What follows belongs to an exercise in optimizing a design on an open flow for small area, a short achievable clock period and few clock cycles; a production flow would make more cautious choices.
Power figures rest on the tool's default switching activity, not on a simulated workload.

==> flow/design.v <==
`timescale 1ns/10ps
module  ATCONV(
	input		clk,
	input		reset,
	output	reg	busy,
	input		ready,
	output reg	[11:0]	iaddr,
	input signed [12:0]	idata,
	output	reg 	cwr,
	output  reg	[11:0]	caddr_wr,
	output  reg [12:0] 	cdata_wr,
	output	reg 	crd,
	output reg	[11:0] 	caddr_rd,
	input 	[12:0] 	cdata_rd,
	output reg 	csel
	);
reg       run;
reg [4:0] s;
reg [3:0] sn;              
reg       par;
reg [5:0] q;
reg [2:0] p;
reg       q0, q32, q33;    
reg       wr;              
always @(posedge clk or posedge reset) begin
	if (reset) begin
		busy <= 1'b0; run <= 1'b0;
		s <= 5'd31; sn <= 4'd0; par <= 1'b1; q <= 6'd33; p <= 3'd4;
		q0 <= 1'b0; q32 <= 1'b0; q33 <= 1'b1; wr <= 1'b1;
	end else if (!run) begin
		s <= 5'd31; sn <= 4'd0; par <= 1'b1; q <= 6'd33; p <= 3'd4;
		q0 <= 1'b0; q32 <= 1'b0; q33 <= 1'b1; wr <= 1'b1;
		if (ready) begin busy <= 1'b1; run <= 1'b1; end
	end else begin
		if (s[4] && !s[0] && q32 && p == 3'd2) begin busy <= 1'b0; run <= 1'b0; end
		wr <= par & q33 & (p == 3'd3 || p == 3'd4);
		if (p == 3'd5) begin
			p <= 3'd0;
			if (q33) begin
				q <= 6'd0; par <= ~par;
				q0 <= 1'b1; q32 <= 1'b0; q33 <= 1'b0;
				if (par) begin s <= s + 5'd1; sn <= sn + 4'd1; end
			end else begin
				q <= q + 6'd1;
				q0 <= 1'b0; q32 <= (q == 6'd31); q33 <= q32;
			end
		end else p <= p + 3'd1;
	end
end
wire        pr   = p[2];
wire [3:0]  sr   = wr ? sn : s[3:0];
wire [2:0]  S    = sr[3:1];
reg  [5:0]  rowc;
always @(*) begin
	case (p)
		3'd4:    rowc = (S == 3'd0) ? 6'd0 : {S - 3'd1, 2'd3, sr[0]};   
		3'd5:    rowc = {S, 2'd0, sr[0]};                              
		3'd0:    rowc = {S, 2'd1, sr[0]};
		3'd1:    rowc = {S, 2'd2, sr[0]};
		3'd2:    rowc = {S, 2'd3, sr[0]};
		default: rowc = (S == 3'd7) ? 6'd63 : {S + 3'd1, 2'd0, sr[0]};   
	endcase
end
wire [5:0]  colc = pr ? (q33 ? 6'd0  : (q32 ? 6'd63 : {q[4:0], par}))
                      : (q0  ? 6'd0  : (q33 ? 6'd63 : {q[4:0] - 5'd1, par}));
always @(posedge clk) iaddr <= {rowc, colc};
reg [11:0] D  [0:4];
reg [11:2] Dh [5:11];
reg [10:0] Eb;
reg [12:0] Ga, R6, X;
integer k;
always @(posedge clk) begin
	D[0] <= idata[11:0];
	for (k = 1; k <= 4; k = k + 1) D[k] <= D[k-1];
	Dh[5] <= D[4][11:2];
	for (k = 6; k <= 11; k = k + 1) Dh[k] <= Dh[k-1];
	Ga <= ~{1'b0, D[4]} + {4'b0, D[3][11:3]} + {4'b0, Dh[5][11:3]} + 13'd12;
	Eb <= {3'b0, Dh[9][11:4]} + {1'b0, Dh[10][11:2]} + {3'b0, Dh[11][11:4]};
	R6 <= Ga + {2'b0, Eb};
	X  <= R6 + {3'b0, D[0][11:2]} + {5'b0, D[1][11:4]};
end
wire [12:0] W    = X + {5'b0, D[0][11:4]};
wire [12:0] relu = {1'b0, W[12] ? ~W[11:0] : 12'd0};
wire [3:0]  sm1  = s[3:0] - 4'd1;
wire [3:0]  lsA  = par ? s[3:0] : sm1;
wire        hA   = q[0];
wire [4:0]  CA   = par ? q[5:1] - 5'd1 : {1'b1, q[4:1]};
wire [3:0]  lsW  = par ? s[3:0] : sm1;
wire        hW   = ~q[0];
wire [5:0]  qW   = par ? q - 6'd3 : q + 6'd31;
wire [4:0]  CW   = qW[5:1];
wire        actW = par ? (q >= 6'd3) : (q <= 6'd32);
wire        validW = actW & (par ? ~s[4] : (s[4:0] != 5'd0 && s[4:0] != 5'd31));
wire        firstW = ~lsW[0];
reg [12:0] accA, accB, heldA;
wire [2:0]  pc  = (p == 3'd0) ? 3'd5 : p - 3'd1;    
wire [11:0] rd  = cdata_rd[11:0];
wire [12:0] rdr = {{1'b0, rd[11:4]} + {8'b0, |rd[3:0]}, 4'b0};
always @(posedge clk) begin
	case (pc)
		3'd1: heldA <= cdata_rd;
		3'd2: accA <= rdr;
		3'd3: if ({1'b0, rd} > accA) accA <= rdr;
		3'd4: accB <= rdr;
		3'd5: if ({1'b0, rd} > accB) accB <= rdr;
		default: ;
	endcase
end
wire [12:0] VA = (!firstW && heldA > accA) ? heldA : accA;
wire [12:0] VB = (!firstW && cdata_rd > accB) ? cdata_rd : accB;
always @(posedge clk) begin
	crd <= 1'b1;
	if (p == 3'd0) begin
		cwr <= run & validW; csel <= 1'b1;
		caddr_wr <= {2'b0, lsW[3:1], hW, 1'b0, CW};
		caddr_rd <= {2'b0, lsW[3:1], hW, 1'b1, CW};
		cdata_wr <= VA;
	end else if (p == 3'd1) begin
		cwr <= run & validW; csel <= 1'b1;
		caddr_wr <= {2'b0, lsW[3:1], hW, 1'b1, CW};
		caddr_rd <= {2'b0, lsA[3:1], hA, 1'b0, CA};
		cdata_wr <= VB;
	end else begin
		cwr <= run & ~s[4] & (q >= 6'd2); csel <= 1'b0;
		caddr_wr <= {s[3:1], p[1:0] - 2'd2, s[0], q[4:0] - 5'd2, par};
		caddr_rd <= {lsA[3:1], hA, p[2], lsA[0], CA, p[0]};
		cdata_wr <= relu;
	end
end
endmodule
==> flow/config.mk <==
export PLATFORM = sky130hd
export DESIGN_NAME = ATCONV
export DESIGN_NICKNAME = ATCONV
export VERILOG_FILES = /design/flow/design.v
export SDC_FILE = /design/flow/constraint.sdc
export NUM_CORES = 4
export LEC_CHECK = 0
export CAP_MARGIN = 20
export CORE_MARGIN = 2
export CORE_UTILIZATION = 40
export SETUP_SLACK_MARGIN = 3.8
export SLEW_MARGIN = 20
==> flow/constraint.sdc <==
create_clock -name core_clock -period 6.5 [get_ports {clk}]
set_input_delay 1.3000 -clock core_clock [delete_from_list [all_inputs] [get_ports {clk}]]
set_output_delay 1.3000 -clock core_clock [all_outputs]
set_load 0.01 [all_outputs]
standard.sh (not shown) runs the stock make flow with config.mk's settings and CLKGATE_MAP_FILE= SYNTH_SCRIPT=/design/flow/synth_recipe.tcl, a recipe that flattens the netlist after the stock synthesis.
==> flow/flow/run.sh <==
#!/bin/bash
# Standard ORFS layout, but with plain buffers (buf_2) on the ports instead of
# the default port-buffer cell.
set -euo pipefail
export BUFFER_PORTS_ARGS="-buffer_cell sky130_fd_sc_hd__buf_2"
bash standard.sh "BUFFER_PORTS_ARGS=$BUFFER_PORTS_ARGS" finish > standard_flow.log 2>&1
The first run produced a clean layout.
Edit:
==> flow/run.sh (new file) <==
#!/bin/bash
# synth_recipe.tcl (not shown) runs the flow's synth.tcl, then flattens the netlist and writes it again
# the make line also repeats each setting of config.mk as NAME=value (left out here)
make -C /OpenROAD-flow-scripts/flow DESIGN_CONFIG=/design/flow/config.mk WORK_HOME=/design/flow/orfs CLKGATE_MAP_FILE= SYNTH_SCRIPT=/design/flow/synth_recipe.tcl finish
- SETUP_SLACK_MARGIN: 3.8 -> 3.5
removed: flow/flow/run.sh
removed: flow/standard.sh
Result: The new run went through all stages and came out clean; power went up by 1.4%; synthesized cell count does not change; worst setup slack loses 0.19 ns; area after synthesis is unchanged; final area stays flat; clock power went up by about 4%; die area does not change; via count went down by 0.47%; maximum frequency went down by 6.3%; global-route usage went up by 0.26 points.
No run of this note included a check of the RTL's function; only the layout flow was run.

[afterwards: timing with drivers on the ports]
The results above use ideal ports. As a check the final layouts listed here were re-extracted and re-timed, cells and wires unchanged. Step 1 assumes that a clkbuf_16 drives the clock port and a buf_2 every other input. Step 2 also shifts input and output timing later by t, the mid clock arrival at the registers, as if the neighbouring blocks saw the same clock. Slacks: ideal / step 1 / step 2; pairs: ideal / step 1.
| run | t (ns) | slack for setup (ns) | pins driven straight from the clock port |
|---|---|---|---|
| the first run | 0.595 | 3.745 / 3.745 / 3.182 | 1 |
| the second run | 0.596 | 3.559 / 3.587 / 2.991 | 1 |
After both steps every run listed still meets setup and hold. For the second run, which loses most, drivers alone change the setup slack by +0.028 ns; drivers and shift together by -0.568 ns.
